What follows belongs to an exercise in optimizing a design on an open flow for small area, a short achievable clock period and few clock cycles per item; a production flow would make more cautious choices. Only simulation tests tie the RTL to the original design; equivalence was not proved. Power is estimated from default activity; no workload was simulated.

--- design/flow/flow/run.sh ---
#!/bin/bash
# The standard layout, with the setup repair aiming at 5.4 ns of slack instead of 5.
bash standard.sh SETUP_SLACK_MARGIN=5.4 finish > standard_flow.log 2>&1
--- design/flow/standard.sh ---
#!/bin/bash
# synth_recipe.tcl (not shown) runs the flow's synth.tcl, then flattens the netlist and writes it again
# the make line also repeats each setting of config.mk as NAME=value (left out here)
make -C /OpenROAD-flow-scripts/flow DESIGN_CONFIG=/design/flow/config.mk WORK_HOME=/design/flow/orfs CLKGATE_MAP_FILE= SYNTH_SCRIPT=/design/flow/synth_recipe.tcl "${@:-finish}"
--- design/flow/config.mk ---
export PLATFORM = sky130hd
export DESIGN_NAME = mnist_classifier
export DESIGN_NICKNAME = mnist_classifier
export VERILOG_FILES = /design/flow/design.v
export SDC_FILE = /design/flow/constraint.sdc
export NUM_CORES = 4
export LEC_CHECK = 0
export CAP_MARGIN = 20
export CORE_MARGIN = 2
export CORE_UTILIZATION = 55
export SETUP_SLACK_MARGIN = 5
export SLEW_MARGIN = 20
export SYNTH_MEMORY_MAX_BITS = 32768
--- design/flow/constraint.sdc ---
create_clock -name core_clock -period 8.0 [get_ports {clk}]
set_input_delay 1.6000 -clock core_clock [delete_from_list [all_inputs] [get_ports {clk}]]
set_output_delay 1.6000 -clock core_clock [all_outputs]
set_load 0.01 [all_outputs]
--- design/flow/design.v ---
module mnist_classifier (
    input wire clk,
    input wire rst_n,
    input wire start,
    output reg [9:0] ram_addr,
    input wire       ram_data,
    output reg [3:0] prediction,
    output reg       done
);
    localparam IDLE = 2'd0, SCAN = 2'd1, FULL = 2'd2, CMP = 2'd3;
    localparam HW = 8;
    reg [1:0] state;
    reg       full;      
    reg       v;         
    reg [4:0] seg, col;  
    reg [9:0] w;         
    reg [9:0] ink;
    reg [7:0] h0;
    reg [6:0] h1;
    reg [7:0] h2;
    reg [7:0] h3;
    reg [7:0] h4;
    reg [7:0] h5;
    reg [7:0] h6;
    reg [7:0] h7;
    reg [7:0] h8;
    reg [7:0] h9;
    reg [2:0] bitk;
    reg [9:1] cand;
    reg       zgt, zlt;
    integer i;
    wire [10:0] wn;      
    wire [9:0] ridx = {seg, col};
  wire rn22, rn23, rn24, rn25, rn26, rn27, rn28,
      rn29, rn30, rn31, rn32, rn33, rn34, rn35, rn36,
      rn37, rn38, rn39, rn40, rn41, rn42, rn43, rn44,
      rn45, rn46, rn47, rn48, rn49, rn50, rn51, rn52,
      rn53, rn54, rn55, rn56, rn57, rn58, rn59, rn60,
      rn61, rn62, rn63, rn64, rn65, rn66, rn67, rn68,
      rn69, rn70, rn71, rn72, rn73, rn74, rn75, rn76,
      rn77, rn78, rn79, rn80, rn81, rn82, rn83, rn84,
      rn85, rn86, rn87, rn88, rn89, rn90, rn91, rn92,
      rn93, rn94, rn95, rn96, rn97, rn98, rn99,
      rn100, rn101, rn102, rn103, rn104, rn105, rn106,
      rn107, rn108, rn109, rn110, rn111, rn112, rn113,
      rn114, rn115, rn116, rn117, rn118, rn119, rn120,
      rn121, rn122, rn123, rn124, rn125, rn126, rn127,
      rn128, rn129, rn130, rn131, rn132, rn133, rn134,
      rn135, rn136, rn137, rn138, rn139, rn140, rn141,
      rn142, rn143, rn144, rn145, rn146, rn147, rn148,
      rn149, rn150, rn151, rn152, rn153, rn154, rn155,
      rn156, rn157, rn158, rn159, rn160, rn161, rn162,
      rn163, rn164, rn165, rn166, rn167, rn168, rn169,
      rn170, rn171, rn172, rn173, rn174, rn175, rn176,
      rn177, rn178, rn179, rn180, rn181, rn182, rn183,
      rn184, rn185, rn186, rn187, rn188, rn189, rn190,
      rn191, rn192, rn194, rn195, rn196, rn197, rn198,
      rn199, rn200, rn201, rn202, rn203, rn204, rn205,
      rn206, rn207, rn208, rn209, rn210, rn211, rn212,
      rn213, rn214, rn215, rn216, rn217, rn218, rn219,
      rn220, rn221, rn223, rn224, rn225, rn226, rn227,
      rn228, rn229, rn230, rn231, rn232, rn233, rn234,
      rn235, rn236, rn237, rn238, rn239, rn240, rn241,
      rn242, rn243, rn244, rn245, rn246, rn247, rn248,
      rn249, rn250, rn251, rn252, rn253, rn254, rn255,
      rn256, rn257, rn258, rn259, rn260, rn261, rn262,
      rn264, rn265, rn266, rn267, rn268, rn269, rn270,
      rn271, rn272, rn273, rn274, rn275, rn276, rn277,
      rn278, rn279, rn280, rn281, rn282, rn283, rn284,
      rn285, rn286, rn287, rn288, rn289, rn290, rn291,
      rn292, rn293, rn294, rn295, rn296, rn297, rn298,
      rn299, rn300, rn301, rn302, rn303, rn305, rn306,
      rn307, rn308, rn309, rn310, rn311, rn312, rn313,
      rn314, rn315, rn316, rn317, rn318, rn319, rn320,
      rn321, rn322, rn323, rn324, rn325, rn326, rn327,
      rn328, rn329, rn330, rn331, rn332, rn333, rn334,
      rn335, rn336, rn337, rn338, rn339, rn340, rn341,
      rn342, rn343, rn344, rn345, rn346, rn347, rn348,
      rn349, rn350, rn351, rn352, rn353, rn354, rn355,
      rn356, rn357, rn358, rn359, rn360, rn361, rn362,
      rn363, rn365, rn366, rn367, rn368, rn369, rn370,
      rn371, rn372, rn373, rn374, rn375, rn376, rn377,
      rn378, rn379, rn380, rn382, rn383, rn384, rn385,
      rn386, rn387, rn388, rn389, rn390, rn391, rn392,
      rn393, rn394, rn395, rn396, rn397, rn398, rn399,
      rn400, rn401, rn402, rn403, rn404, rn405, rn406,
      rn407, rn408, rn409, rn410, rn411, rn412, rn413,
      rn414, rn415, rn416, rn417, rn418, rn419, rn420,
      rn422, rn423, rn424, rn425, rn426, rn427, rn428,
      rn429, rn430, rn431, rn432, rn433, rn435, rn436,
      rn437, rn438, rn439, rn440, rn441, rn442, rn443,
      rn444, rn445, rn446, rn447, rn448, rn449, rn450,
      rn451, rn452, rn453, rn454, rn455, rn456, rn457,
      rn458, rn459, rn460, rn461, rn462, rn463, rn464,
      rn466, rn467, rn468, rn469, rn470, rn471, rn472,
      rn473, rn474, rn475, rn476, rn477, rn478, rn479,
      rn480, rn481, rn482, rn483, rn484, rn485, rn486,
      rn487, rn488, rn489, rn490, rn491, rn492, rn493,
      rn494, rn495, rn497, rn498, rn499, rn500, rn501,
      rn502, rn503, rn504, rn505, rn506, rn507, rn508,
      rn509, rn510, rn511, rn512, rn513, rn514, rn515,
      rn516, rn517, rn518, rn519, rn520, rn521, rn522,
      rn523, rn524, rn525, rn526, rn527, rn528;
    assign rn22 = ~ridx[6] & ~ridx[5];
    assign rn23 = ridx[7] & ~rn22;
    assign rn24 = ridx[1] & ridx[0];
    assign rn25 = ~ridx[3] & ~rn24;
    assign rn26 = ~rn23 & ~rn25;
    assign rn27 = ~ridx[7] & ~ridx[6];
    assign rn28 = ~ridx[5] & ridx[0];
    assign rn29 = ~ridx[1] & ~rn28;
    assign rn30 = rn27 & ~rn29;
    assign rn31 = ~rn26 & ~rn30;
    assign rn32 = ridx[8] & rn31;
    assign rn33 = ~ridx[8] & ~ridx[5];
    assign rn34 = rn27 & rn33;
    assign rn35 = ~rn32 & ~rn34;
    assign rn36 = ridx[4] & ~rn35;
    assign rn37 = ~ridx[8] & ~ridx[7];
    assign rn38 = ridx[8] & ridx[7];
    assign rn39 = ridx[6] & rn38;
    assign rn40 = ~ridx[1] & ~rn39;
    assign rn41 = ridx[8] & ridx[0];
    assign rn42 = rn40 & ~rn41;
    assign rn43 = ridx[2] & ~rn42;
    assign rn44 = ~rn37 & ~rn43;
    assign rn45 = ~ridx[8] & ridx[2];
    assign rn46 = ridx[5] & rn45;
    assign rn47 = rn27 & ~rn46;
    assign rn48 = ~rn44 & rn47;
    assign rn49 = ~ridx[1] & ~ridx[0];
    assign rn50 = ridx[5] & ~rn49;
    assign rn51 = ~ridx[2] & ~rn50;
    assign rn52 = ~ridx[8] & ridx[7];
    assign rn53 = ~ridx[6] & rn52;
    assign rn54 = ~rn24 & rn53;
    assign rn55 = ridx[2] & ~rn54;
    assign rn56 = ridx[8] & ~rn27;
    assign rn57 = rn24 & rn56;
    assign rn58 = ~rn55 & ~rn57;
    assign rn59 = ~rn51 & rn58;
    assign rn60 = ridx[8] & rn51;
    assign rn61 = ~ridx[8] & ~ridx[4];
    assign rn62 = rn24 & rn61;
    assign rn63 = ~ridx[7] & ridx[6];
    assign rn64 = ~rn62 & rn63;
    assign rn65 = ~rn60 & rn64;
    assign rn66 = ~rn59 & rn65;
    assign rn67 = ~rn48 & ~rn66;
    assign rn68 = ridx[4] & ~ridx[3];
    assign rn69 = ~ridx[2] & rn68;
    assign rn70 = ~ridx[6] & ~ridx[0];
    assign rn71 = ridx[1] & ~rn70;
    assign rn72 = rn69 & ~rn71;
    assign rn73 = ridx[2] & ridx[0];
    assign rn74 = ridx[1] & rn73;
    assign rn75 = ~ridx[4] & rn74;
    assign rn76 = ~rn22 & rn75;
    assign rn77 = ~rn72 & ~rn76;
    assign rn78 = ~rn67 & ~rn77;
    assign rn79 = ~rn36 & ~rn78;
    assign rn80 = ridx[2] & ~ridx[1];
    assign rn81 = ridx[8] & rn27;
    assign rn82 = ~rn80 & rn81;
    assign rn83 = ~rn79 & rn82;
    assign rn84 = rn49 & rn68;
    assign rn85 = ridx[7] & ridx[6];
    assign rn86 = ~rn52 & ~rn85;
    assign rn87 = ~rn81 & rn86;
    assign rn88 = rn84 & ~rn87;
    assign rn89 = ~ridx[5] & ~ridx[4];
    assign rn90 = rn39 & rn89;
    assign rn91 = ridx[5] & ridx[4];
    assign rn92 = rn38 & rn91;
    assign rn93 = ~rn69 & ~rn92;
    assign rn94 = ~rn90 & rn93;
    assign rn95 = ~rn88 & rn94;
    assign rn96 = rn38 & ~rn95;
    assign rn97 = ridx[4] & rn63;
    assign rn98 = ridx[1] & rn28;
    assign rn99 = rn69 & ~rn98;
    assign rn100 = ridx[8] & ~rn99;
    assign rn101 = rn97 & ~rn100;
    assign rn102 = ridx[9] & ~ridx[8];
    assign rn103 = ~rn101 & ~rn102;
    assign rn104 = ~rn96 & rn103;
    assign rn105 = ridx[6] & ridx[5];
    assign rn106 = rn49 & rn105;
    assign rn107 = ~ridx[8] & ~ridx[1];
    assign rn108 = ~ridx[8] & ~ridx[0];
    assign rn109 = ~rn105 & rn108;
    assign rn110 = ~rn107 & ~rn109;
    assign rn111 = ~rn106 & rn110;
    assign rn112 = rn49 & ~rn85;
    assign rn113 = ridx[7] & ~rn112;
    assign rn114 = ~ridx[2] & ~rn113;
    assign rn115 = ~rn111 & rn114;
    assign rn116 = ~ridx[4] & ridx[3];
    assign rn117 = ~ridx[8] & rn27;
    assign rn118 = rn116 & ~rn117;
    assign rn119 = rn38 & ~rn74;
    assign rn120 = rn118 & ~rn119;
    assign rn121 = ~rn115 & rn120;
    assign rn122 = ridx[7] & ~ridx[6];
    assign rn123 = ~ridx[1] & rn33;
    assign rn124 = ~rn51 & ~rn123;
    assign rn125 = rn68 & ~rn124;
    assign rn126 = rn122 & rn125;
    assign rn127 = ~rn121 & ~rn126;
    assign rn128 = rn104 & rn127;
    assign rn129 = ~rn83 & rn128;
    assign rn130 = rn84 & ~rn85;
    assign rn131 = ~rn69 & ~rn130;
    assign rn132 = ridx[7] & ~ridx[5];
    assign rn133 = ridx[4] & rn132;
    assign rn134 = rn131 & rn133;
    assign rn135 = ridx[2] & rn116;
    assign rn136 = ~ridx[6] & ridx[5];
    assign rn137 = ~ridx[1] & rn136;
    assign rn138 = rn135 & rn137;
    assign rn139 = ridx[9] & ~rn138;
    assign rn140 = ~ridx[3] & ~ridx[1];
    assign rn141 = rn97 & ~rn140;
    assign rn142 = ~ridx[7] & rn22;
    assign rn143 = ridx[8] & ~rn142;
    assign rn144 = ~rn141 & ~rn143;
    assign rn145 = rn139 & rn144;
    assign rn146 = ~rn134 & rn145;
    assign rn147 = ~rn129 & rn146;
    assign rn148 = ~rn67 & ~rn91;
    assign rn149 = ~ridx[2] & ~rn24;
    assign rn150 = ~ridx[4] & rn149;
    assign rn151 = ridx[7] & ~rn150;
    assign rn152 = ridx[5] & ridx[1];
    assign rn153 = ridx[2] & rn152;
    assign rn154 = ridx[6] & ~ridx[5];
    assign rn155 = ridx[8] & ~rn154;
    assign rn156 = ~rn153 & ~rn155;
    assign rn157 = rn151 & ~rn156;
    assign rn158 = ~ridx[6] & rn33;
    assign rn159 = rn49 & rn158;
    assign rn160 = ~rn151 & rn159;
    assign rn161 = ~rn157 & ~rn160;
    assign rn162 = ~rn148 & rn161;
    assign rn163 = ridx[3] & rn162;
    assign rn164 = ridx[6] & rn74;
    assign rn165 = ~rn68 & ~rn164;
    assign rn166 = ridx[6] & rn80;
    assign rn167 = ~rn49 & rn132;
    assign rn168 = ~rn166 & ~rn167;
    assign rn169 = ~ridx[8] & rn136;
    assign rn170 = ~rn39 & ~rn53;
    assign rn171 = ~rn169 & rn170;
    assign rn172 = rn168 & rn171;
    assign rn173 = ~rn165 & ~rn172;
    assign rn174 = rn91 & rn122;
    assign rn175 = ~ridx[8] & ~rn85;
    assign rn176 = ~rn33 & ~rn175;
    assign rn177 = ~rn174 & rn176;
    assign rn178 = ~rn118 & rn177;
    assign rn179 = ridx[6] & rn132;
    assign rn180 = ~ridx[2] & ~ridx[1];
    assign rn181 = rn68 & rn180;
    assign rn182 = ~rn179 & rn181;
    assign rn183 = rn178 & ~rn182;
    assign rn184 = ~rn173 & ~rn183;
    assign rn185 = ~rn163 & rn184;
    assign rn186 = ~ridx[9] & ~rn185;
    assign rn187 = ~rn85 & rn91;
    assign rn188 = ~rn135 & ~rn187;
    assign rn189 = ~rn69 & rn188;
    assign rn190 = ~rn27 & rn175;
    assign rn191 = ~rn189 & rn190;
    assign rn192 = ~rn186 & ~rn191;
    assign wn[0] = rn147 | ~rn192;
    assign rn194 = ~rn51 & rn116;
    assign rn195 = ridx[3] & ~rn180;
    assign rn196 = ~ridx[7] & ~rn195;
    assign rn197 = ridx[5] & ~rn196;
    assign rn198 = rn194 & rn197;
    assign rn199 = ~rn187 & ~rn198;
    assign rn200 = rn102 & ~rn199;
    assign rn201 = ridx[0] & ~rn107;
    assign rn202 = ~rn27 & ~rn201;
    assign rn203 = ~ridx[1] & rn27;
    assign rn204 = ~rn33 & rn203;
    assign rn205 = ~rn202 & ~rn204;
    assign rn206 = rn69 & ~rn205;
    assign rn207 = ridx[8] & ~ridx[4];
    assign rn208 = ~ridx[7] & ridx[2];
    assign rn209 = rn85 & rn152;
    assign rn210 = ~rn208 & ~rn209;
    assign rn211 = rn162 & rn210;
    assign rn212 = rn207 & ~rn211;
    assign rn213 = ~rn206 & ~rn212;
    assign rn214 = ~rn183 & ~rn213;
    assign rn215 = rn27 & ~rn152;
    assign rn216 = ~rn112 & rn135;
    assign rn217 = ~rn215 & rn216;
    assign rn218 = ~ridx[8] & rn217;
    assign rn219 = ~rn92 & ~rn218;
    assign rn220 = ~rn214 & rn219;
    assign rn221 = ~ridx[9] & ~rn220;
    assign wn[1] = rn200 | rn221;
    assign rn223 = ridx[2] & ridx[1];
    assign rn224 = ~ridx[3] & ~rn223;
    assign rn225 = rn142 & ~rn224;
    assign rn226 = rn102 & ~rn225;
    assign rn227 = ~ridx[3] & rn105;
    assign rn228 = rn61 & ~rn227;
    assign rn229 = ~rn226 & ~rn228;
    assign rn230 = ~ridx[3] & ridx[0];
    assign rn231 = rn153 & ~rn230;
    assign rn232 = ~rn91 & ~rn231;
    assign rn233 = ridx[6] & ~rn232;
    assign rn234 = ridx[5] & ~ridx[4];
    assign rn235 = rn224 & rn234;
    assign rn236 = ridx[9] & ~rn235;
    assign rn237 = ~rn233 & rn236;
    assign rn238 = ridx[7] & ~rn237;
    assign rn239 = ~rn229 & ~rn238;
    assign rn240 = ridx[6] & rn107;
    assign rn241 = rn84 & rn240;
    assign rn242 = ~rn51 & rn63;
    assign rn243 = ridx[7] & ridx[1];
    assign rn244 = rn22 & rn243;
    assign rn245 = ~rn38 & ~rn244;
    assign rn246 = ~rn242 & rn245;
    assign rn247 = rn116 & ~rn246;
    assign rn248 = ~rn73 & ~rn153;
    assign rn249 = ~rn85 & ~rn243;
    assign rn250 = rn207 & ~rn249;
    assign rn251 = ~rn248 & rn250;
    assign rn252 = ridx[1] & rn135;
    assign rn253 = rn143 & rn252;
    assign rn254 = ~rn34 & ~rn253;
    assign rn255 = ~rn251 & rn254;
    assign rn256 = ~rn24 & ~rn159;
    assign rn257 = rn135 & ~rn256;
    assign rn258 = rn95 & ~rn257;
    assign rn259 = rn255 & rn258;
    assign rn260 = ~rn247 & rn259;
    assign rn261 = ~rn241 & rn260;
    assign rn262 = ~ridx[9] & ~rn261;
    assign wn[2] = rn239 | rn262;
    assign rn264 = ridx[8] & rn142;
    assign rn265 = ridx[9] & ~rn264;
    assign rn266 = ~ridx[7] & rn224;
    assign rn267 = ~ridx[5] & ridx[4];
    assign rn268 = ~rn266 & rn267;
    assign rn269 = ~ridx[6] & rn235;
    assign rn270 = ~ridx[7] & ridx[5];
    assign rn271 = ~rn269 & ~rn270;
    assign rn272 = ~rn268 & rn271;
    assign rn273 = ~ridx[8] & rn272;
    assign rn274 = rn265 & ~rn273;
    assign rn275 = ~rn208 & rn224;
    assign rn276 = ridx[4] & ~rn275;
    assign rn277 = ridx[5] & rn38;
    assign rn278 = ridx[8] & ~rn277;
    assign rn279 = ~rn122 & ~rn196;
    assign rn280 = ~rn22 & ~rn105;
    assign rn281 = ridx[3] & ridx[0];
    assign rn282 = rn280 & rn281;
    assign rn283 = ~ridx[4] & ~rn282;
    assign rn284 = ~rn279 & rn283;
    assign rn285 = ~rn257 & rn284;
    assign rn286 = rn278 & ~rn285;
    assign rn287 = ~rn276 & rn286;
    assign rn288 = rn68 & rn149;
    assign rn289 = ridx[4] & ~rn288;
    assign rn290 = ~rn22 & rn37;
    assign rn291 = ~rn289 & rn290;
    assign rn292 = ~rn69 & ~rn84;
    assign rn293 = rn63 & ~rn292;
    assign rn294 = ~ridx[9] & ~rn293;
    assign rn295 = ~rn291 & rn294;
    assign rn296 = ~rn287 & rn295;
    assign rn297 = ~rn274 & ~rn296;
    assign rn298 = rn105 & ~rn149;
    assign rn299 = ridx[2] & ~rn29;
    assign rn300 = ~rn298 & ~rn299;
    assign rn301 = rn116 & ~rn300;
    assign rn302 = rn131 & ~rn301;
    assign rn303 = rn52 & ~rn302;
    assign wn[3] = rn297 | rn303;
    assign rn305 = ~ridx[7] & ~rn49;
    assign rn306 = rn234 & ~rn305;
    assign rn307 = ridx[5] & ~rn27;
    assign rn308 = ridx[6] & ridx[2];
    assign rn309 = ~rn243 & ~rn308;
    assign rn310 = ~rn73 & ~rn309;
    assign rn311 = ridx[0] & rn85;
    assign rn312 = ~ridx[1] & rn311;
    assign rn313 = ~rn310 & ~rn312;
    assign rn314 = rn72 & rn313;
    assign rn315 = rn24 & ~rn27;
    assign rn316 = ridx[6] & rn243;
    assign rn317 = ~ridx[2] & ~rn316;
    assign rn318 = ~rn315 & rn317;
    assign rn319 = rn116 & ~rn318;
    assign rn320 = ~rn314 & ~rn319;
    assign rn321 = ~rn89 & ~rn187;
    assign rn322 = rn320 & rn321;
    assign rn323 = rn102 & ~rn322;
    assign rn324 = ~rn307 & rn323;
    assign rn325 = ~ridx[9] & rn277;
    assign rn326 = ~rn324 & ~rn325;
    assign rn327 = ~rn306 & ~rn326;
    assign rn328 = ~rn27 & rn223;
    assign rn329 = ~rn74 & ~rn328;
    assign rn330 = rn278 & ~rn329;
    assign rn331 = ridx[5] & ~rn56;
    assign rn332 = rn178 & rn331;
    assign rn333 = ~ridx[5] & rn39;
    assign rn334 = ~rn332 & ~rn333;
    assign rn335 = ~rn330 & rn334;
    assign rn336 = ~ridx[4] & ~rn335;
    assign rn337 = ~ridx[2] & rn116;
    assign rn338 = ~rn159 & rn337;
    assign rn339 = ~rn39 & rn338;
    assign rn340 = rn107 & rn280;
    assign rn341 = ~rn108 & rn152;
    assign rn342 = ~rn169 & rn341;
    assign rn343 = ~rn49 & ~rn56;
    assign rn344 = ~rn342 & rn343;
    assign rn345 = ~rn340 & rn344;
    assign rn346 = rn135 & ~rn345;
    assign rn347 = ~rn339 & ~rn346;
    assign rn348 = ~rn37 & ~rn347;
    assign rn349 = ~rn51 & rn105;
    assign rn350 = ~rn44 & ~rn349;
    assign rn351 = rn105 & ~rn248;
    assign rn352 = rn68 & ~rn351;
    assign rn353 = ~rn350 & rn352;
    assign rn354 = ~rn348 & ~rn353;
    assign rn355 = ~rn336 & rn354;
    assign rn356 = ~ridx[9] & ~rn355;
    assign rn357 = ~ridx[5] & rn102;
    assign rn358 = ~rn56 & ~rn188;
    assign rn359 = ~ridx[8] & ~rn243;
    assign rn360 = rn288 & rn359;
    assign rn361 = ~rn358 & ~rn360;
    assign rn362 = rn357 & ~rn361;
    assign rn363 = ~rn356 & ~rn362;
    assign wn[4] = rn327 | ~rn363;
    assign rn365 = rn31 & rn142;
    assign rn366 = ~ridx[7] & rn223;
    assign rn367 = ~ridx[6] & ~ridx[3];
    assign rn368 = rn366 & ~rn367;
    assign rn369 = rn234 & ~rn368;
    assign rn370 = ~rn69 & rn267;
    assign rn371 = ~rn143 & ~rn370;
    assign rn372 = ~rn369 & rn371;
    assign rn373 = ridx[6] & ~ridx[0];
    assign rn374 = rn223 & ~rn373;
    assign rn375 = ~ridx[3] & ~rn374;
    assign rn376 = ~rn27 & rn61;
    assign rn377 = ~rn375 & rn376;
    assign rn378 = ridx[9] & ~rn377;
    assign rn379 = ~rn372 & rn378;
    assign rn380 = ~rn365 & rn379;
    assign wn[5] = ~rn129 & ~rn380;
    assign rn382 = rn176 & ~rn223;
    assign rn383 = rn313 & ~rn382;
    assign rn384 = ~rn250 & rn383;
    assign rn385 = ~rn116 & ~rn383;
    assign rn386 = ~rn287 & rn385;
    assign rn387 = ~rn384 & ~rn386;
    assign rn388 = rn37 & ~rn49;
    assign rn389 = ~rn270 & ~rn388;
    assign rn390 = rn319 & ~rn389;
    assign rn391 = rn79 & ~rn390;
    assign rn392 = ~rn387 & rn391;
    assign rn393 = ~ridx[9] & ~rn392;
    assign rn394 = ridx[6] & ~rn195;
    assign rn395 = rn61 & ~rn394;
    assign rn396 = ~rn69 & ~rn395;
    assign rn397 = ~ridx[7] & ~rn105;
    assign rn398 = ~rn85 & ~rn397;
    assign rn399 = ~rn396 & rn398;
    assign rn400 = ~rn135 & rn155;
    assign rn401 = ~ridx[8] & ridx[5];
    assign rn402 = rn135 & rn401;
    assign rn403 = rn113 & ~rn402;
    assign rn404 = ~rn400 & rn403;
    assign rn405 = ~rn289 & rn404;
    assign rn406 = ~rn292 & rn397;
    assign rn407 = ~rn257 & ~rn406;
    assign rn408 = ~rn405 & rn407;
    assign rn409 = ~rn37 & ~rn408;
    assign rn410 = ~rn399 & ~rn409;
    assign rn411 = ~rn272 & rn410;
    assign rn412 = rn357 & ~rn411;
    assign rn413 = rn53 & rn194;
    assign rn414 = rn27 & rn75;
    assign rn415 = ridx[3] & rn270;
    assign rn416 = ~rn187 & ~rn415;
    assign rn417 = ~rn414 & rn416;
    assign rn418 = rn102 & ~rn417;
    assign rn419 = ~rn413 & ~rn418;
    assign rn420 = ~rn412 & rn419;
    assign wn[6] = rn393 | ~rn420;
    assign rn422 = ridx[3] & rn328;
    assign rn423 = ~ridx[9] & ~rn422;
    assign rn424 = ~rn142 & rn257;
    assign rn425 = rn142 & ~rn195;
    assign rn426 = rn207 & ~rn425;
    assign rn427 = ~rn424 & rn426;
    assign rn428 = ~rn323 & ~rn427;
    assign rn429 = ~rn423 & ~rn428;
    assign rn430 = rn52 & rn224;
    assign rn431 = ~rn92 & ~rn430;
    assign rn432 = rn410 & rn431;
    assign rn433 = ~ridx[9] & ~rn432;
    assign wn[7] = rn429 | rn433;
    assign rn435 = ~rn74 & rn401;
    assign rn436 = rn265 & ~rn435;
    assign rn437 = ~ridx[7] & ~ridx[0];
    assign rn438 = rn401 & ~rn437;
    assign rn439 = ~rn63 & ~rn70;
    assign rn440 = rn180 & ~rn439;
    assign rn441 = ~rn438 & rn440;
    assign rn442 = ridx[3] & ~rn441;
    assign rn443 = ~rn48 & rn442;
    assign rn444 = ~rn286 & ~rn443;
    assign rn445 = ~rn58 & ~rn240;
    assign rn446 = rn52 & rn280;
    assign rn447 = rn445 & rn446;
    assign rn448 = ~rn444 & ~rn447;
    assign rn449 = ~rn436 & ~rn448;
    assign rn450 = ~ridx[4] & ~rn449;
    assign rn451 = ~ridx[9] & ~rn117;
    assign rn452 = rn33 & ~rn451;
    assign rn453 = ridx[4] & ~rn452;
    assign rn454 = rn288 & rn357;
    assign rn455 = ~rn453 & ~rn454;
    assign rn456 = ~ridx[3] & ~rn445;
    assign rn457 = ~ridx[9] & ~rn277;
    assign rn458 = ~rn158 & rn457;
    assign rn459 = ~rn456 & rn458;
    assign rn460 = ~rn455 & ~rn459;
    assign rn461 = ridx[9] & rn116;
    assign rn462 = rn84 & rn264;
    assign rn463 = ~rn461 & ~rn462;
    assign rn464 = ~rn460 & rn463;
    assign wn[8] = rn450 | ~rn464;
    assign rn466 = rn49 & rn85;
    assign rn467 = ~ridx[9] & ~rn466;
    assign rn468 = rn69 & rn311;
    assign rn469 = rn345 & rn468;
    assign rn470 = ~rn270 & ~rn361;
    assign rn471 = ~rn469 & rn470;
    assign rn472 = ~rn327 & ~rn471;
    assign rn473 = ~rn467 & ~rn472;
    assign rn474 = rn75 & ~rn122;
    assign rn475 = ~rn338 & ~rn474;
    assign rn476 = rn260 & rn475;
    assign rn477 = ~rn37 & ~rn38;
    assign rn478 = ~rn288 & ~rn477;
    assign rn479 = ~rn399 & rn478;
    assign rn480 = ~rn476 & ~rn479;
    assign rn481 = ridx[6] & ~ridx[4];
    assign rn482 = ~rn334 & rn481;
    assign rn483 = ridx[5] & rn73;
    assign rn484 = ~rn45 & ~rn132;
    assign rn485 = ~rn223 & rn484;
    assign rn486 = ~rn483 & rn485;
    assign rn487 = ~ridx[8] & ~rn136;
    assign rn488 = ~rn28 & rn487;
    assign rn489 = ~rn486 & ~rn488;
    assign rn490 = ~rn366 & ~rn489;
    assign rn491 = rn116 & ~rn490;
    assign rn492 = ~rn92 & ~rn491;
    assign rn493 = ~rn482 & rn492;
    assign rn494 = ~rn480 & rn493;
    assign rn495 = rn451 & ~rn494;
    assign wn[9] = rn473 | rn495;
    assign rn497 = rn175 & rn234;
    assign rn498 = ~rn217 & rn497;
    assign rn499 = ~rn320 & rn498;
    assign rn500 = rn125 & rn208;
    assign rn501 = ridx[0] & ~rn500;
    assign rn502 = ~rn499 & rn501;
    assign rn503 = ridx[2] & rn126;
    assign rn504 = ~ridx[0] & ~rn253;
    assign rn505 = ~rn503 & rn504;
    assign rn506 = ~rn502 & ~rn505;
    assign rn507 = ~ridx[2] & rn462;
    assign rn508 = ~rn469 & ~rn507;
    assign rn509 = ~rn506 & rn508;
    assign rn510 = ~rn457 & ~rn509;
    assign rn511 = ~ridx[2] & ~rn203;
    assign rn512 = rn33 & ~rn511;
    assign rn513 = ridx[2] & ~rn40;
    assign rn514 = ~rn152 & ~rn308;
    assign rn515 = rn37 & ~rn514;
    assign rn516 = ~rn513 & ~rn515;
    assign rn517 = ~rn512 & rn516;
    assign rn518 = ridx[2] & rn27;
    assign rn519 = ~rn39 & ~rn518;
    assign rn520 = ~rn41 & ~rn519;
    assign rn521 = rn68 & ~rn315;
    assign rn522 = rn457 & rn521;
    assign rn523 = ridx[7] & rn240;
    assign rn524 = ~rn23 & rn108;
    assign rn525 = ~rn523 & ~rn524;
    assign rn526 = rn522 & rn525;
    assign rn527 = ~rn520 & rn526;
    assign rn528 = ~rn517 & rn527;
    assign wn[10] = rn510 | rn528;
    reg [4:0] nstart;
    reg [9:0] naddr;
    always @(*) begin
        nstart = 5'd0; naddr = 10'd0;
        if (seg == 5'd0) begin nstart = 5'd9; naddr = 10'd149; end
        if (seg == 5'd1) begin nstart = 5'd8; naddr = 10'd176; end
        if (seg == 5'd2) begin nstart = 5'd7; naddr = 10'd203; end
        if (seg == 5'd3) begin nstart = 5'd7; naddr = 10'd231; end
        if (seg == 5'd4) begin nstart = 5'd6; naddr = 10'd258; end
        if (seg == 5'd5) begin nstart = 5'd6; naddr = 10'd286; end
        if (seg == 5'd6) begin nstart = 5'd7; naddr = 10'd315; end
        if (seg == 5'd7) begin nstart = 5'd6; naddr = 10'd342; end
        if (seg == 5'd8) begin nstart = 5'd6; naddr = 10'd370; end
        if (seg == 5'd9) begin nstart = 5'd5; naddr = 10'd397; end
        if (seg == 5'd10) begin nstart = 5'd5; naddr = 10'd425; end
        if (seg == 5'd11) begin nstart = 5'd5; naddr = 10'd453; end
        if (seg == 5'd12) begin nstart = 5'd4; naddr = 10'd480; end
        if (seg == 5'd13) begin nstart = 5'd17; naddr = 10'd493; end
        if (seg == 5'd14) begin nstart = 5'd4; naddr = 10'd508; end
        if (seg == 5'd15) begin nstart = 5'd17; naddr = 10'd521; end
        if (seg == 5'd16) begin nstart = 5'd5; naddr = 10'd537; end
        if (seg == 5'd17) begin nstart = 5'd16; naddr = 10'd548; end
        if (seg == 5'd18) begin nstart = 5'd5; naddr = 10'd565; end
        if (seg == 5'd19) begin nstart = 5'd16; naddr = 10'd576; end
        if (seg == 5'd20) begin nstart = 5'd5; naddr = 10'd593; end
        if (seg == 5'd21) begin nstart = 5'd16; naddr = 10'd604; end
        if (seg == 5'd22) begin nstart = 5'd6; naddr = 10'd622; end
        if (seg == 5'd23) begin nstart = 5'd7; naddr = 10'd651; end
        if (seg == 5'd24) begin nstart = 5'd10; naddr = 10'd682; end
        if (seg == 5'd25) begin nstart = 5'd11; naddr = 10'd123; end
    end
    reg seg_end;     
    wire last = seg_end && (seg == 5'd25);
    wire pix = v & ram_data;
    reg [9:0] hb;
    always @(*) begin
        hb[0] = h0[bitk];
        hb[1] = (bitk < 3'd7) & h1[bitk[2:0]];
        hb[2] = h2[bitk];
        hb[3] = h3[bitk];
        hb[4] = h4[bitk];
        hb[5] = h5[bitk];
        hb[6] = h6[bitk];
        hb[7] = h7[bitk];
        hb[8] = h8[bitk];
        hb[9] = h9[bitk];
    end
    wire any = |(cand & hb[9:1]);
    wire [9:1] cand_n = any ? (cand & hb[9:1]) : cand;
    wire zgt_n = zgt | (!zlt & hb[0] & !any);
    wire zlt_n = zlt | (!zgt & !hb[0] & any);
    reg       fin;       
    reg [3:0] best;
    always @(*) begin
        best = 4'd0;
        for (i = 9; i >= 1; i = i - 1) if (cand[i]) best = i;
        if (zgt) best = 4'd0;
    end
    wire pass = ink >= 10'd5 && ink <= (full ? 10'd700 : 10'd241);
    always @(posedge clk) begin
        if (!rst_n) begin
            state <= IDLE; done <= 1'b0; v <= 1'b0; full <= 1'b0;
            seg <= 5'd0; col <= 5'd11; ram_addr <= 10'd123; seg_end <= 1'b0;
        end else begin
            done <= 1'b0;
            case (state)
                IDLE: if (start) begin
                    state <= SCAN; v <= 1'b1; full <= 1'b0;
                end
                SCAN: if (last) state <= CMP;
                FULL: begin
                    v <= 1'b1;
                    ram_addr <= ram_addr + 10'd1;
                    if (ram_addr == 10'd783) state <= CMP;
                end
                CMP: begin
                    v <= 1'b0;
                    if (fin) begin
                        if (pass || full) begin
                            prediction <= pass ? best : 4'd15;
                            done <= 1'b1; state <= IDLE;
                        end else begin
                            state <= FULL; full <= 1'b1; ram_addr <= 10'd0;
                        end
                    end
                end
            endcase
            if ((state == IDLE && start) || state == SCAN) begin
                seg_end <= wn[10];
                if (seg_end) begin
                    seg <= (seg == 5'd25) ? 5'd0 : seg + 5'd1;
                    col <= nstart; ram_addr <= naddr;
                end else begin
                    col <= col + 5'd1; ram_addr <= ram_addr + 10'd1;
                end
            end
            if (state == CMP && fin && (pass || full)) ram_addr <= 10'd123;
        end
    end
    always @(posedge clk) begin
        w <= (state == FULL) ? 10'd0 : wn;
        if (state == IDLE || (state == CMP && fin)) ink <= 10'd0;
        else if (pix) ink <= ink + 10'd1;
        if (state == IDLE) h0 <= 8'd0;
        else if (pix & w[0]) h0 <= h0 + 8'd1;
        if (state == IDLE) h1 <= 7'd0;
        else if (pix & w[1]) h1 <= h1 + 7'd1;
        if (state == IDLE) h2 <= 8'd0;
        else if (pix & w[2]) h2 <= h2 + 8'd1;
        if (state == IDLE) h3 <= 8'd0;
        else if (pix & w[3]) h3 <= h3 + 8'd1;
        if (state == IDLE) h4 <= 8'd0;
        else if (pix & w[4]) h4 <= h4 + 8'd1;
        if (state == IDLE) h5 <= 8'd0;
        else if (pix & w[5]) h5 <= h5 + 8'd1;
        if (state == IDLE) h6 <= 8'd0;
        else if (pix & w[6]) h6 <= h6 + 8'd1;
        if (state == IDLE) h7 <= 8'd0;
        else if (pix & w[7]) h7 <= h7 + 8'd1;
        if (state == IDLE) h8 <= 8'd0;
        else if (pix & w[8]) h8 <= h8 + 8'd1;
        if (state == IDLE) h9 <= 8'd0;
        else if (pix & w[9]) h9 <= h9 + 8'd1;
        if (state != CMP || v) begin
            bitk <= HW - 1; cand <= {9{1'b1}}; zgt <= 1'b0; zlt <= 1'b0; fin <= 1'b0;
        end else if (!fin) begin
            bitk <= bitk - 3'd1; cand <= cand_n; zgt <= zgt_n; zlt <= zlt_n; fin <= (bitk == 3'd0);
        end
    end
endmodule
==> results of run 1 <==
-- state kept, by name, indices dropped and copies added (netlist names), 2 cells and up --
name	flops
bitk	3
w	10
ram_addr	10
h3	8
col	5
h0	8
seg	5
cand	9
h9	8
h7	8
h1	7
h5	8
state	2
h6	8
h4	8
prediction	4
h2	8
ink	10
h8	8
-- worst paths after layout --
kind	start	endpoint	slack (ns)	depth (start not counted)
worst min-delay path	ram_addr[6]	ram_addr[6]	0.51	1
worst max register to register	seg[3]	ram_addr[4]	5.40	10
worst max-delay path	prediction[0]	prediction[0]	5.39	1
worst min register to register	ram_addr[6]	ram_addr[6]	0.51	1
-- power by group through the flow --
stage	registers (W)	logic [W]	clock network (W)
2_1_floorplan	0.000803	0.000435	0
3_3_place_gp	0.000832	0.000598	0
3_5_place_dp	0.000830	0.000591	0
4_1_cts	0.000816	0.000647	0.000773
5_1_grt	0.000821	0.000777	0.000802
6_report	0.000817	0.000724	0.000759
-- per-layer routing --
layer / global-route usage, % / vias to the layer above / wire length [µm]
li1: - / 4810 / -
met1: 44.24 / 4889 / 13670
met2: 50.35 / 655 / 14340
met3: 7.811 / 178 / 3529
met4: 14.84 / 0 / 1741
met5: 0 / - / 0
-- area by class of cell --
class,instances,area [µm²],area share (%)
flip-flops and latches,144,2978,25.09
clock inverters,14,118.9,1.001
repair buffers,87,815.8,6.873
clock buffers,18,439.2,3.700
well taps,229,286.5,2.414
inverters,31,146.4,1.233
multi-input cells,1040,7086,59.69
-- cell usage in the layout (no fill, tap or decap), types with 28 or more instances in the layout --
cell type	Yosys	final
dfxtp_1	140	120
o21ai_0	92	83
buf_4	1	51
nand2_1	127	122
nor2_1	174	171
nand3_1	46	46
and3_1	32	28
a21oi_1	89	85
ha_1	40	28
nand4_1	28	28
xor2_1	56	56
-- through the flow --
step	worst slack (ns)	std cells	instance area, µm²
after floorplan	5.274	1319	10230
after global placement	4.235	1478	10350
after detailed placement	4.198	1478	10350
after CTS	5.353	1539	11430
after global routing	5.280	1563	11870
final	5.390	1563	11870
-- timing repair --
action                                  in CTS  in global routing
setup buffers                               27                 23
pin swaps                                    6                  7
gates cloned                                 2                  1
endpoints found under the setup margin     141                 54
resized for setup                          157                 62
hold buffers                                 0                  0
-- cells by family (layout without fill, tap and decap cells) --
family	count (synthesis)	count (layout)
buf+inv	135	150
mux	34	34
fa+ha+maj	40	40
simple gates	537	537
compound gates	347	347
xor+xnor	82	82
flops	144	144
-- cell usage after synthesis (5+ instances only) --
| library cell | n |
|---|---|
| ha_1 | 40 |
| nor4_1 | 8 |
| a21oi_1 | 89 |
| and2_1 | 8 |
| o221ai_1 | 10 |
| a31oi_1 | 19 |
| mux2i_1 | 13 |
| nor2_1 | 174 |
| mux4_1 | 7 |
| dfxtp_1 | 140 |
| nor3b_1 | 5 |
| a32oi_1 | 6 |
| and4_1 | 11 |
| or2_2 | 7 |
| nand3_1 | 46 |
| o211ai_1 | 13 |
| clkbuf_1 | 64 |
| xor2_1 | 56 |
| a211oi_1 | 10 |
| a21o_1 | 9 |
| o41ai_1 | 5 |
| mux4_2 | 12 |
| nor3_1 | 24 |
| o22ai_1 | 10 |
| and3_1 | 32 |
| o21a_1 | 5 |
| o21ai_0 | 92 |
| inv_1 | 28 |
| nand2b_1 | 20 |
| o21bai_1 | 5 |
| nand2_1 | 127 |
| xnor2_1 | 26 |
| buf_1 | 20 |
| nand4_1 | 28 |
| buf_2 | 18 |
| a21boi_0 | 5 |
| o31ai_1 | 7 |
| or3_1 | 8 |
| a22oi_1 | 10 |
| o2111ai_1 | 8 |
| nand3b_1 | 5 |
| nor2b_1 | 15 |
==> flow_summary.yaml, run 1 <==
clock_tree:
  clk_path_buf_depth: 2
  clock-sinks: 144
  worstSkewPairLatency_ns: 0.43
  cts_tree: "yes"
  numCtsBuffers: 17
  path_clk_slew_ns: 0.06
  clockRootBuffer: "clkbuf_16"
  htreeDepth: 4
synth:
  netlist_instances: 1319
  ys.flop_type: "dfxtp_1"
  synthTopCellsByArea: "dfxtp_1 (28%), nor2_1 (6.4%), ha_1 (4.9%)"
  synth_compound_area_share_pct: 22.09
  muxShareOfSynthArea_pct: 5.983
  synth_area_um2: 10140
  yosysWarnings: 1
  syn_nets: 1363
  synth_fa_ha_area_share_pct: 4.935
  synth_edf_count: 4
  synth_top_area_share_pct: 27.63
  synth-async-reset-ratio_pct: 0
  synth.avg_cell_area_um2: 7.689
  ys_seq_elements: 144
  synth_top_family_by_area: "simple AND/OR/NAND/NOR gates"
  synth_largest_area_cell: "dfxtp_1"
  ys_types: 81
  synthXorXnorAreaFrac_pct: 7.081
  synth_seq_area_share_pct: 28.82
  synth_simple_gate_area_share_pct: 25.76
timing:
  fin_setup_tns_ns: 0
  tightest_slew_ns: 0.6513
  fin_skew_ns: 0.01569
  hold_viol_final: 0
  fmax_mhz: 383.1
  slew_headroom_pct: 56.58
  setup_viol: 0
  fin_crit_sh_pct: 32.63
  timing.hold.ws_ns: 0.5065
  maxSlewViolCount: 0
  period_needed_ns: 2.610
  rsz0062_at_grt: "true"
critical_path:
  required_ns: 6.40
  path_cells: "buf_2"
  critPathKind: "reg2out"
  critPathSlowestCell: "edfxtp_1"
  critPathTopFamily: "flip-flops"
  crit_buf_inv: 1
  cp_max_fo: 1
  start_kind: "flop"
  cpPeakStageDelay_ns: 0.42
  end_kind: "output port"
  arrival_ns: 1.01
finish:
  n_antenna_cell: 0
  post-route-util_pct: 65.85
  nFillCells: 1539
  nNetsFinal: 1365
  area_growth_pct: 17.04
  drive_above_1_share_pct: 18.29
floorplanning:
  row_count: 49
  die_x_um: 139.8
  die_h_um: 139.8
  dieArea_um2: 19540
  io_pins: 19
  core-area_um2: 18020
  start_util_pct: 56.27
route:
  drt_iter0_drc: 1444
  totalWireLength_um: 33280
  viasPerCell: 6.738
  vias: 10530
  wl_per_cell_um: 21.29
  drtAntennaViolNets: 0
  drt-pass1-iter-count: 9
  route.detailed.drc: 0
global_routing:
  grt_pass1_wl_um: 51820
  grt_max_degree: 85
  track_usage_pct: 32.93
  antenna_found_initial: 0
  grt-ovfl-total: 0
  grt_pass1_vias: 9647
placement:
  place_congestion: 1.021
  hpwl_um: 21050
  port_buffers: 18
job:
  cap_violations: 0
power:
  p_sw_share_pct: 37.50
  p_comb_share_pct: 31.5
  leakagePower_nw: 4.328
  ir_worst_vdd_mv: 0.1693
  pwr-share-clk_pct: 33.0
  finalPower_w: 0.002300
  p_sw_w: 0.0008624
  intPower_w: 0.001438
  seqPwrFrac_pct: 35.5
  power.density_nw_per_um2: 193.8
status:
  status: "timing/DRC/antenna clean"
worst_hold_path:
  hold_path_class: "reg2reg"
Testbench counts, summed over its fixed seeds: cycles 64,328, items 192.
==> inputs of run 2 (changes only) <==
--- a/design/flow/config.mk
+++ b/design/flow/config.mk
@@ -6,4 +6,5 @@
 export NUM_CORES = 4
 export LEC_CHECK = 0
+export ABC_AREA = 1
 export CAP_MARGIN = 20
 export CORE_MARGIN = 2
==> flow_summary.yaml, run 2 <==
clock_tree:
  worstSkewPairLatency_ns: 0.43
  numCtsBuffers: 17
  htreeDepth: 4
  cts_hold_buf: 0
  clk_path_buf_depth: 2
  clockRootBuffer: "clkbuf_16"
  path_clk_slew_ns: 0.06
  cts_tree: "yes"
  clock-sinks: 144
critical_path:
  end_kind: "flop"
  critPathSlowestCell: "clkdlybuf4s15_1"
  cpPeakStageDelay_ns: 0.46
  ff2ff_path_depth: 13
  path_cells: "clkdlybuf4s15_1 > clkinv_2 > nor2_2"
  critPathKind: "in2reg"
  start_kind: "primary input"
  reg2reg_slack_ns: 5.50
  crit_start: "rst_n"
  r2r-end: "w[9]"
  cp_max_fo: 10
  r2r-start: "col[0]"
  arrival_ns: 2.69
  required_ns: 8.10
finish:
  final_cell_mix: "nand2_1 (245), inv_1 (182), o21ai_0 (167), a21oi_1 (164), nor2_1 (139)"
  layout_commonest_cell: "nand2_1"
  postLayoutCellArea_um2: 11300
  nNetsFinal: 1594
  post-route-util_pct: 65.36
  n_antenna_cell: 0
  top_regs: "ink (10), ram_addr (10), w (10)"
  area_growth_pct: 15.92
  drive_above_1_share_pct: 14.84
synth:
  syn_nets: 1563
  post-synth-top-count-cell: "nand2_1"
  synth_seq_area_share_pct: 29.97
  synth-async-reset-ratio_pct: 0
  synth_largest_area_cell: "dfxtp_1"
  yosysWarnings: 1
  synth_top_area_share_pct: 28.74
  ys_seq_elements: 144
  synth_edf_count: 4
  synthTopCellsByArea: "dfxtp_1 (29%), nand2_1 (10%), o21ai_0 (8.9%)"
  netlist_instances: 1519
  synth_commonest_cells: "nand2_1 (265), inv_1 (198), o21ai_0 (173), a21oi_1 (166), nor2_1 (146)"
  ys_types: 56
  synth_area_um2: 9752
  ys.flop_type: "dfxtp_1"
  synth.avg_cell_area_um2: 6.420
power:
  intPower_w: 0.001683
  p_sw_share_pct: 45.27
  p_comb_share_pct: 45.7
  p_sw_w: 0.001392
  leakagePower_nw: 4.720
  seqPwrFrac_pct: 30.0
  finalPower_w: 0.003074
  ir_worst_vdd_mv: 0.2100
  power.density_nw_per_um2: 272.0
  pwr-share-clk_pct: 24.4
route:
  drt-pass1-iter-count: 6
  route.detailed.drc: 0
  viasPerCell: 6.157
  met3_length_um: 2841
  wl_met1_um: 12870
  wl_per_cell_um: 18.04
  totalWireLength_um: 32260
  wl_met2_um: 14830
  drtAntennaViolNets: 0
  highest_layer: "met4"
  vias: 11010
  drt_iter0_drc: 1057
worst_hold_path:
  hold_end: "zlt"
  worstHoldPathCells: 2
  hold_path_class: "reg2reg"
  hp-start: "zlt"
timing:
  hold_viol_final: 0
  rsz0062_at_grt: "true"
  slew_headroom_pct: 40.13
  tightest_slew_ns: 0.8971
  period_needed_ns: 2.588
  fin_ws_ns: 5.412
  fin_skew_ns: 0.01476
  fmax_mhz: 386.4
  setup_viol: 0
  fin_crit_sh_pct: 32.35
  maxSlewViolCount: 0
  fin_setup_tns_ns: 0
placement:
  place_congestion: 1.071
  pre_cts_slack_ns: 4.340
  port_buffers: 18
  hpwl_um: 22560
  dpl_cell_area_um2: 10100
global_routing:
  grt_pass1_wl_um: 49340
  grt_max_degree: 41
  track_usage_pct: 33.51
  grt_pass1_vias: 10000
  antenna_found_initial: 0
  grt-ovfl-total: 0
floorplanning:
  row_count: 48
  io_pins: 19
  die_x_um: 137.2
  dieArea_um2: 18810
  core-area_um2: 17300
  start_util_pct: 56.38
  die_h_um: 137.2
job:
  cap_violations: 0
status:
  status: "timing/DRC/antenna clean"
[run 2: changes by cell type after synthesis, sizes merged, moves of 32 or more]
| cell | delta |
|---|---|
| inv | +185 |
| o21ai | +100 |
| nand2 | +142 |
| a21oi | +77 |
| nand3 | +32 |
| clkbuf | -38 |
| xor2 | -44 |
[run 2: repair_timing]
action | in CTS | in global routing
buffers inserted | 16 | 25
setup endpoints to repair | 114 | 62
cloned | 1 | 1
pin swaps | 4 | 15
gates resized for setup | 115 | 80
[run 2: how the worst max path moves through the flow]
stage,slack [ns],endpoint,depth (start not counted)
6_report,5.41,prediction[1],3
5_1_grt,5.34,ram_addr[0],15
4_1_cts,5.38,seg_end,10
3_5_place_dp,4.34,ram_addr[8],8
3_3_place_gp,4.34,ram_addr[8],8
2_1_floorplan,5.33,h5[7],11
[run 2: power by group through the flow]
stage                     Sequential, W  Clock, W  Combinational (W)
after CTS                      0.000909  0.000754            0.00129
final                          0.000922  0.000749            0.00140
after global placement         0.000923         0            0.00121
after global routing           0.000924  0.000786            0.00153
after floorplan                0.000855         0           0.000899
after detailed placement       0.000922         0            0.00119
[run 2: metal layers]
layer  track usage, %  vias to the layer above
met4            18.27                        0
met5                0                        -
met2            55.11                      603
met1            39.97                     5022
li1                 -                     5218
met3            8.370                      166
[run 2: layout make-up]
cell class	instances	area [µm²]
clock inverter	13	102.6
sequential	144	2978
fill	1552	5992
clock buffer	19	454.2
inverter	219	870.8
multi-input combinational	1102	6090
tap	225	281.5
timing repair buffer	64	511.7
timing repair inverter	2	16.27
[run 2: cell families (layout without fill, tap and decap cells)]
logic type               count (synthesis)  after routing  synth area share [%]
AND/OR/NAND/NOR                        591            591                 26.33
buffers and inverters                  273            317                 11.09
AO/OA/AOI/OAI                          458            458                 26.32
XOR/XNOR                                13             13                 1.168
flip-flops                             144            144                 29.97
adder cells (fa/ha/maj)                 40             40                 5.132
[run 2: worst max-delay path, delay by kind of cell]
family / cells / cell delay, ns
buf+inv: 2 / 0.74
simple gates: 1 / 0.34
[run 2: metrics by stage]
stage	instances	hold WS (ns)
2_1_floorplan	1519	0.4359
3_3_place_gp	1713	0.4433
3_5_place_dp	1713	0.4558
4_1_cts	1762	0.4640
5_1_grt	1788	0.4823
6_report	1788	0.4615
==> inputs of run 3 (changes only) <==
--- a/design/flow/config.mk
+++ b/design/flow/config.mk
@@ -9,5 +9,5 @@
 export CAP_MARGIN = 20
 export CORE_MARGIN = 2
-export CORE_UTILIZATION = 55
+export CORE_UTILIZATION = 60
 export SETUP_SLACK_MARGIN = 5
 export SLEW_MARGIN = 20
==> flow_summary.yaml, run 3 <==
status:
  status: "timing/DRC/antenna clean"
finish:
  drive_above_1_share_pct: 14.48
  top_regs: "ink (10), ram_addr (10), w (10)"
  seqCellArea_um2: 2958
  area_growth_pct: 16.18
  postLayoutCellArea_um2: 11330
  nNetsFinal: 1592
  post-route-util_pct: 71.32
  n_antenna_cell: 0
  nFillCells: 1309
  multiInputGateArea_um2: 6100
  layout_commonest_cell: "nand2_1"
  final_cell_mix: "nand2_1 (249), inv_1 (181), o21ai_0 (167), a21oi_1 (165), nor2_1 (136)"
floorplanning:
  core-area_um2: 15890
  die_x_um: 131.5
  dieArea_um2: 17290
  row_count: 46
  start_util_pct: 61.39
  io_pins: 19
  die_h_um: 131.5
synth:
  post-synth-top-count-cell: "nand2_1"
  synthTopCellsByArea: "dfxtp_1 (29%), nand2_1 (10%), o21ai_0 (8.9%)"
  synth-async-reset-ratio_pct: 0
  synth.avg_cell_area_um2: 6.420
  netlist_instances: 1519
  synth_edf_count: 4
  synthXorXnorAreaFrac_pct: 1.168
  synth_top_area_share_pct: 28.74
  syn_nets: 1563
  synth_commonest_cells: "nand2_1 (265), inv_1 (198), o21ai_0 (173), a21oi_1 (166), nor2_1 (146)"
  ys.flop_type: "dfxtp_1"
  synth_compound_area_share_pct: 26.32
  muxShareOfSynthArea_pct: 0
  synth_area_um2: 9752
  synth_top_family_by_area: "simple AND/OR/NAND/NOR gates"
  ys_seq_elements: 144
  synth_largest_area_cell: "dfxtp_1"
  yosysWarnings: 1
  synth_seq_area_share_pct: 29.97
  synth_fa_ha_area_share_pct: 5.132
  ys_types: 56
  synth_simple_gate_area_share_pct: 26.33
route:
  drtAntennaViolNets: 0
  vias: 11420
  viasPerCell: 6.425
  totalWireLength_um: 33740
  wl_per_cell_um: 18.99
  drt_iter0_drc: 1610
  drt-pass1-iter-count: 9
  route.detailed.drc: 0
timing:
  fin_skew_ns: 0.01374
  period_needed_ns: 2.655
  slew_headroom_pct: 41.80
  maxSlewViolCount: 0
  fmax_mhz: 376.7
  rsz0062_at_grt: "true"
  fin_setup_tns_ns: 0
  setup_viol: 0
  tightest_slew_ns: 0.8698
  fin_crit_sh_pct: 33.18
  hold_viol_final: 0
power:
  leakagePower_nw: 4.708
  finalPower_w: 0.003164
  power.density_nw_per_um2: 279.3
  ir_worst_vdd_mv: 0.2367
critical_path:
  critPathKind: "in2reg"
  crit_buf_inv: 3
  required_ns: 8.36
  critPathSlowestCell: "a2111oi_4"
  critPathTopFamily: "compound AO/OA/AOI/OAI gates"
  path_cells: "dlygate4sd2_1 > inv_1 > nand2_1 > o21ai_1 > a2111oi_4 > buf_4 > o21ai_0 > a21oi_1"
  start_kind: "primary input"
  cp_max_fo: 3
  end_kind: "flop"
  cpPeakStageDelay_ns: 0.43
  arrival_ns: 3.01
placement:
  hpwl_um: 22450
  dpl_cell_area_um2: 10120
  place_congestion: 1.107
  port_buffers: 18
global_routing:
  track_usage_pct: 36.80
  grt_pass1_wl_um: 52010
  antenna_found_initial: 0
  grt_max_degree: 41
  grt-ovfl-total: 0
  grt_pass1_vias: 10430
clock_tree:
  htreeDepth: 4
  clock-sinks: 144
  worstSkewPairLatency_ns: 0.43
  path_clk_slew_ns: 0.07
  cts_tree: "yes"
  numCtsBuffers: 17
  cts_hold_buf: 0
  clk_path_buf_depth: 2
  clockRootBuffer: "clkbuf_16"
job:
  cap_violations: 0
worst_hold_path:
  hold_path_class: "reg2reg"
## run 3: cell counts after synthesis
Identical to the previous run, type by type.
## run 3: worst paths after layout
| path | from | to | slack [ns] | cells past startpoint |
|---|---|---|---|---|
| max | start | state[0] | 5.35 | 8 |
| min | zlt | zlt | 0.47 | 2 |
| max reg2reg | col[2] | w[0] | 5.38 | 10 |
| min reg2reg | zlt | zlt | 0.47 | 2 |
## run 3: what timing repair did
item                       4_1_cts  5_1_grt
resized for setup              113       74
pin swaps                        4       14
buffers inserted                12       21
setup endpoints to repair      114       74
gates cloned                     0        3
## run 3: area by class of cell
class / instances / area share [%]
Inverter: 219 / 7.753
Sequential cell: 144 / 26.11
Timing Repair Buffer: 62 / 4.572
Clock inverter: 15 / 1.447
Tap cell: 216 / 2.385
Timing Repair inverter: 2 / 0.1436
Multi-Input combinational cell: 1102 / 53.84
Clock buffer: 17 / 3.755
## run 3: per-stage QoR
stage               worst slack [ns]  cells  hold WS [ns]
global placement               4.357   1709        0.4512
global route                   5.262   1777        0.4805
CTS                            5.314   1753        0.4663
floorplan                      5.326   1519        0.4359
detailed placement             4.394   1709        0.4571
finish                         5.345   1777        0.4653
## run 3: kinds of logic after synthesis
group	count (synthesis)
AOI/OAI and AO/OA	458
xor gates and xnor gates	13
adders and majority gates	40
buffers and inverters	273
DFF	144
and+or+nand+nor	591
## run 3: layer usage
metal	wire length [µm]	global-route usage, %
met1	12620	44.57
met2	15370	61.31
met3	3598	7.948
met4	2152	19.14
met5	0	0
## run 3: report_power, final
| part | internal, W | leakage, nW | switching (W) |
|---|---|---|---|
| clock network | 0.000445 | 0.291 | 0.000357 |
| registers | 0.000792 | 1.17 | 0.0000889 |
| logic | 0.000486 | 3.25 | 0.000995 |
## run 3: tightest hold or removal path, cell delays in order (launching register included)
cell	delay [ns]
dfxtp_1	0.30
inv_1	0.06
a21oi_1	0.06
==> inputs of run 4 (changes only) <==
==> design/flow/flow/run.sh (replaced) <==
#!/bin/bash
# The standard layout, with the setup repair aiming at 5.3 ns of slack instead of 5.
bash standard.sh SETUP_SLACK_MARGIN=5.3 finish > standard_flow.log 2>&1
--- a/design/flow/config.mk
+++ b/design/flow/config.mk
@@ -9,5 +9,5 @@
 export CAP_MARGIN = 20
 export CORE_MARGIN = 2
-export CORE_UTILIZATION = 60
+export CORE_UTILIZATION = 55
 export SETUP_SLACK_MARGIN = 5
 export SLEW_MARGIN = 20
==> flow_summary.yaml, run 4 <==
status:
  status: "timing/DRC/antenna clean"
route:
  vias: 10800
  drt-pass1-iter-count: 12
  drtAntennaViolNets: 0
  drt_iter0_drc: 1334
  viasPerCell: 6.098
  wl_per_cell_um: 17.90
  route.detailed.drc: 0
  totalWireLength_um: 31700
critical_path:
  cp_max_fo: 16
  start_kind: "flop"
  critPathSlowestCell: "dfxtp_1"
  path_cells: "buf_4 > inv_4 > nor2_8 > inv_2 > nor2_2 > o21ai_1 > o21bai_1 > nand4_1 > a21oi_1 > o21ai_1 > a221oi_1"
  arrival_ns: 3.06
  cpMostUsedCell: "o21ai_1"
  end_kind: "flop"
  required_ns: 8.33
  critPathKind: "reg2reg"
  cpPeakStageDelay_ns: 0.31
clock_tree:
  numCtsBuffers: 17
  clockRootBuffer: "clkbuf_16"
  htreeDepth: 4
  cts_tree: "yes"
  path_clk_slew_ns: 0.07
  clk_path_buf_depth: 2
  cts_hold_buf: 0
  clock-sinks: 144
  worstSkewPairLatency_ns: 0.42
synth:
  synthTopCellsByArea: "dfxtp_1 (29%), nand2_1 (10%), o21ai_0 (8.9%)"
  synth-async-reset-ratio_pct: 0
  netlist_instances: 1519
  ys.flop_type: "dfxtp_1"
  syn_nets: 1563
  synthXorXnorAreaFrac_pct: 1.168
  yosysWarnings: 1
  synth_seq_area_share_pct: 29.97
  synth.avg_cell_area_um2: 6.420
  synth_edf_count: 4
  synth_simple_gate_area_share_pct: 26.33
  ys_types: 56
  synth_largest_area_cell: "dfxtp_1"
  synth_compound_area_share_pct: 26.32
  post-synth-top-count-cell: "nand2_1"
  synth_area_um2: 9752
  synth_top_family_by_area: "simple AND/OR/NAND/NOR gates"
  muxShareOfSynthArea_pct: 0
  synth_top_area_share_pct: 28.74
  synth_fa_ha_area_share_pct: 5.132
  synth_commonest_cells: "nand2_1 (265), inv_1 (198), o21ai_0 (173), a21oi_1 (166), nor2_1 (146)"
  ys_seq_elements: 144
floorplanning:
  core-area_um2: 17300
  row_count: 48
  die_x_um: 137.2
  io_pins: 19
  start_util_pct: 56.38
  dieArea_um2: 18810
  die_h_um: 137.2
worst_hold_path:
  hold_path_class: "reg2reg"
timing:
  tightest_slew_ns: 0.9233
  fin_crit_sh_pct: 34.10
  hold_viol_final: 0
  setup_viol: 0
  fin_setup_tns_ns: 0
  fmax_mhz: 366.6
  maxSlewViolCount: 0
  slew_headroom_pct: 38.38
  period_needed_ns: 2.728
  timing.hold.ws_ns: 0.4653
  rsz0062_at_grt: "true"
  fin_skew_ns: 0.01491
global_routing:
  grt_pass1_wl_um: 48440
  grt-ovfl-total: 0
  track_usage_pct: 33.01
  grt_pass1_vias: 9448
  antenna_found_initial: 0
  grt_max_degree: 44
finish:
  nFillCells: 1543
  layout_commonest_cell: "nand2_1"
  n_antenna_cell: 0
  drive_above_1_share_pct: 11.45
  seqCellArea_um2: 2950
  area_growth_pct: 13.86
  final_cells: 1771
  nNetsFinal: 1577
  multiInputGateArea_um2: 6015
  top_regs: "ink (10), ram_addr (10), w (10)"
  final_cell_mix: "nand2_1 (252), inv_1 (181), o21ai_0 (170), a21oi_1 (164), nor2_1 (140)"
power:
  ir_worst_vdd_mv: 0.2418
  power.density_nw_per_um2: 272.6
  leakagePower_nw: 4.606
placement:
  port_buffers: 18
  place_congestion: 1.058
  hpwl_um: 22250
  dp.cells: 1719
job:
  cap_violations: 0
## run 4: cell types whose count changed in the layout (fill, tap and decap cells not counted), sizes merged
| cell | previous run | this run |
|---|---|---|
| clkinv | 6 | 10 |
| dlygate4sd2 | 1 | 10 |
| clkbuf | 20 | 18 |
| buf | 53 | 30 |
| clkdlybuf4s15 | 5 | 7 |
| clkinvlp | 5 | 6 |
| inv | 224 | 218 |
## run 4: through the flow
| stage | setup slack, ns | utilization, % | total power [W] | cell area [µm²] |
|---|---|---|---|---|
| floorplan | 5.294 | - | 0.001747 | 9801 |
| global placement | 4.323 | 58.32 | 0.002138 | 10090 |
| detailed placement | 4.316 | 58.32 | 0.002114 | 10090 |
| CTS | 5.265 | 62.54 | 0.002931 | 10820 |
| global route | 5.254 | 64.19 | 0.003191 | 11100 |
| finish | 5.272 | 64.19 | 0.003026 | 11100 |
## run 4: per-layer routing
layer / global-route usage [%] / up-vias / wire length [µm]
li1: - / 5168 / -
met1: 41.59 / 4916 / 13020
met2: 52.93 / 579 / 14320
met3: 6.444 / 137 / 2653
met4: 18.04 / 0 / 1702
met5: 0 / - / 0
## run 4: worst paths after layout
kind | cells past startpoint | endpoint | start | slack, ns
setup reg to reg | 11 | seg_end | col[4] | 5.27
hold / removal | 2 | ink[5] | ink[5] | 0.47
setup / recovery | 11 | seg_end | col[4] | 5.27
hold reg to reg | 2 | ink[5] | ink[5] | 0.47
## run 4: power by group
group / internal [W] / switching, W / total [W] / leakage [nW]
clock: 0.000438 / 0.000338 / 0.000776 / 0.284
sequential: 0.000789 / 0.0000768 / 0.000866 / 1.17
combinational: 0.000434 / 0.000950 / 0.00138 / 3.15
## run 4: worst max-delay path: cells and delay by family, from the launching register on
family / cells / cell delay [ns]
and+or+nand+nor: 3 / 0.64
buffers and inverters: 3 / 0.53
DFF: 1 / 0.31
AOI/OAI and AO/OA: 5 / 1.15
## run 4: logic make-up after synthesis
kind of cell | after synthesis
xor gates and xnor gates | 13
and+or+nand+nor | 591
DFF | 144
buffers and inverters | 273
AOI/OAI and AO/OA | 458
adders and majority gates | 40
## run 4: layout make-up
class                           count  share of cell area [%]
Multi-Input combinational cell   1102                   54.17
Clock inverter                     15                   1.364
Timing Repair Buffer               48                   3.741
Inverter                          219                   7.719
Timing Repair inverter              1                 0.06761
Sequential cell                   144                   26.57
Tap cell                          225                   2.536
Clock buffer                       17                   3.831
## run 4: timing repair
action	CTS	global route
endpoints found under the hold margin	0	0
cloned	1	0
buffers inserted	10	9
pin swaps	4	8
resized for setup	57	70
endpoints found under the setup margin	104	54
==> inputs of run 5 (changes only) <==
==> design/flow/flow/run.sh (replaced) <==
#!/bin/bash
# The standard layout, with the setup repair aiming at 5.45 ns of slack instead of 5.
bash standard.sh SETUP_SLACK_MARGIN=5.45 finish > standard_flow.log 2>&1
==> flow_summary.yaml, run 5 <==
route:
  met3_length_um: 2696
  viasPerCell: 6.150
  drt-pass1-iter-count: 6
  drtAntennaViolNets: 0
  drt_iter0_drc: 1098
  wl_met1_um: 13410
  totalWireLength_um: 32600
clock_tree:
  clock-sinks: 144
  cts_tree: "yes"
  numCtsBuffers: 17
  cts_hold_buf: 0
  worstSkewPairLatency_ns: 0.42
  clockRootBuffer: "clkbuf_16"
  htreeDepth: 4
finish:
  final_cell_mix: "nand2_1 (240), inv_1 (176), o21ai_0 (169), a21oi_1 (164), nor2_1 (132)"
  drive_above_1_share_pct: 17.06
  postLayoutCellArea_um2: 11520
  final_cells: 1802
  layout_commonest_cell: "nand2_1"
  nNetsFinal: 1608
global_routing:
  grt_pass1_vias: 9949
  grt_max_degree: 42
  antenna_found_initial: 0
  grt_pass1_wl_um: 49830
  track_usage_pct: 33.67
synth:
  post-synth-top-count-cell: "nand2_1"
  netlist_instances: 1519
  synth_commonest_cells: "nand2_1 (265), inv_1 (198), o21ai_0 (173), a21oi_1 (166), nor2_1 (146)"
  synth_edf_count: 4
  synth_area_um2: 9752
  ys_seq_elements: 144
  synth_seq_area_share_pct: 29.97
  ys_types: 56
  synthTopCellsByArea: "dfxtp_1 (29%), nand2_1 (10%), o21ai_0 (8.9%)"
  yosysWarnings: 1
  synth-async-reset-ratio_pct: 0
  ys.flop_type: "dfxtp_1"
  synth_largest_area_cell: "dfxtp_1"
  syn_nets: 1563
placement:
  dpl_cell_area_um2: 10150
  dp.cells: 1716
  place_congestion: 1.084
  port_buffers: 18
critical_path:
  critPathKind: "reg2reg"
  end_kind: "flop"
  r2r-start: "col[3]"
  reg2reg_slack_ns: 5.41
  ff2ff_path_depth: 13
  arrival_ns: 2.91
  critPathSlowestCell: "dfxtp_1"
  r2r-end: "w[6]"
  cp_max_fo: 11
  required_ns: 8.33
timing:
  fin_skew_ns: 0.01471
  fin_crit_sh_pct: 32.32
  setup_viol: 0
  fmax_mhz: 386.8
  hold_viol_final: 0
  period_needed_ns: 2.585
  slew_headroom_pct: 39.02
  fin_setup_tns_ns: 0
  rsz0062_at_grt: "true"
worst_hold_path:
  hold_end: "ink[5]"
  worstHoldPathCells: 2
  hold_path_class: "reg2reg"
  hp-start: "ink[5]"
status:
  status: "timing/DRC/antenna clean"
power:
  power.density_nw_per_um2: 265.6
  ir_worst_vdd_mv: 0.2278
floorplanning:
  io_pins: 19
  die_h_um: 137.2
==> run 5: cell count changes in the layout (fill, tap and decap cells not counted), sizes merged <==
cell	delta
clkbuf	+2
buf	+47
inv	+3
clkdlybuf4s15	-6
clkinvlp	-4
dlygate4sd2	-10
bufinv	-1
==> run 5: cell families (layout without fill, tap and decap cells) <==
kind of cell               count (synthesis)  in the layout  share of synthesized area, %
xor gates and xnor gates                  13             13                         1.168
AOI/OAI and AO/OA                        458            458                         26.32
adders and majority gates                 40             40                         5.132
buffers and inverters                    273            331                         11.09
and+or+nand+nor                          591            591                         26.33
DFF                                      144            144                         29.97
==> run 5: stage by stage <==
stage | setup WS, ns | hold WS [ns] | total power, W | utilization [%]
after CTS | 5.446 | 0.4696 | 0.002927 | 63.27
final | 5.415 | 0.4735 | 0.003060 | 66.62
after global routing | 5.392 | 0.4862 | 0.003224 | 66.62
after global placement | 4.540 | 0.4427 | 0.002117 | 58.70
after detailed placement | 4.501 | 0.4584 | 0.002104 | 58.70
after floorplan | 5.326 | 0.4359 | 0.001759 | -
==> run 5: report_power, final <==
| part | internal (W) | switching (W) |
|---|---|---|
| Clock | 0.000409 | 0.000348 |
| Sequential | 0.000795 | 0.000101 |
| Combinational | 0.000461 | 0.000946 |
==> run 5: critical path: cells and delay by family, from the launching register on <==
family	cells	cell delay, ns
flops	1	0.36
buf+inv	4	0.76
simple gates	5	0.80
compound gates	4	0.56
==> run 5: worst max path at each step <==
stage,startpoint,to,slack [ns]
final,col[3],w[6],5.41
after global placement,seg[0],seg_end,4.54
after CTS,prediction[0],prediction[0],5.45
after detailed placement,ram_data,h6[6],4.50
after global routing,col[3],w[6],5.39
after floorplan,ram_data,h5[7],5.33
==> run 5: cell type report <==
class                           count  area (µm²)
Sequential cell                   144        2968
Fill cell                        1580        5773
Clock inverter                     14       127.6
Timing Repair Buffer               80       633.1
Inverter                          219       877.1
Clock buffer                       18       429.2
Multi-Input combinational cell   1102        6207
Tap cell                          225       281.5
==> run 5: per-layer routing <==
metal / GRT usage (%) / vias up
li1: - / 5228
met5: 0 / -
met3: 7.148 / 162
met1: 42.68 / 5093
met4: 17.75 / 0
met2: 53.57 / 600
==> run 5: what timing repair did <==
action                                  4_1_cts  5_1_grt
endpoints found under the setup margin      126       63
gates cloned                                  0        1
pin swaps                                     3       26
endpoints found under the hold margin         0        0
buffers inserted                             21       32
resized for setup                           129       92

Check on run 5: ideal ports give 5.415 ns setup slack; a clkbuf_16 on the clock port and buf_2 on the inputs give 5.415 ns; moving port delays by the midpoint clock arrival (0.462 ns) as well gives 5.024 ns.
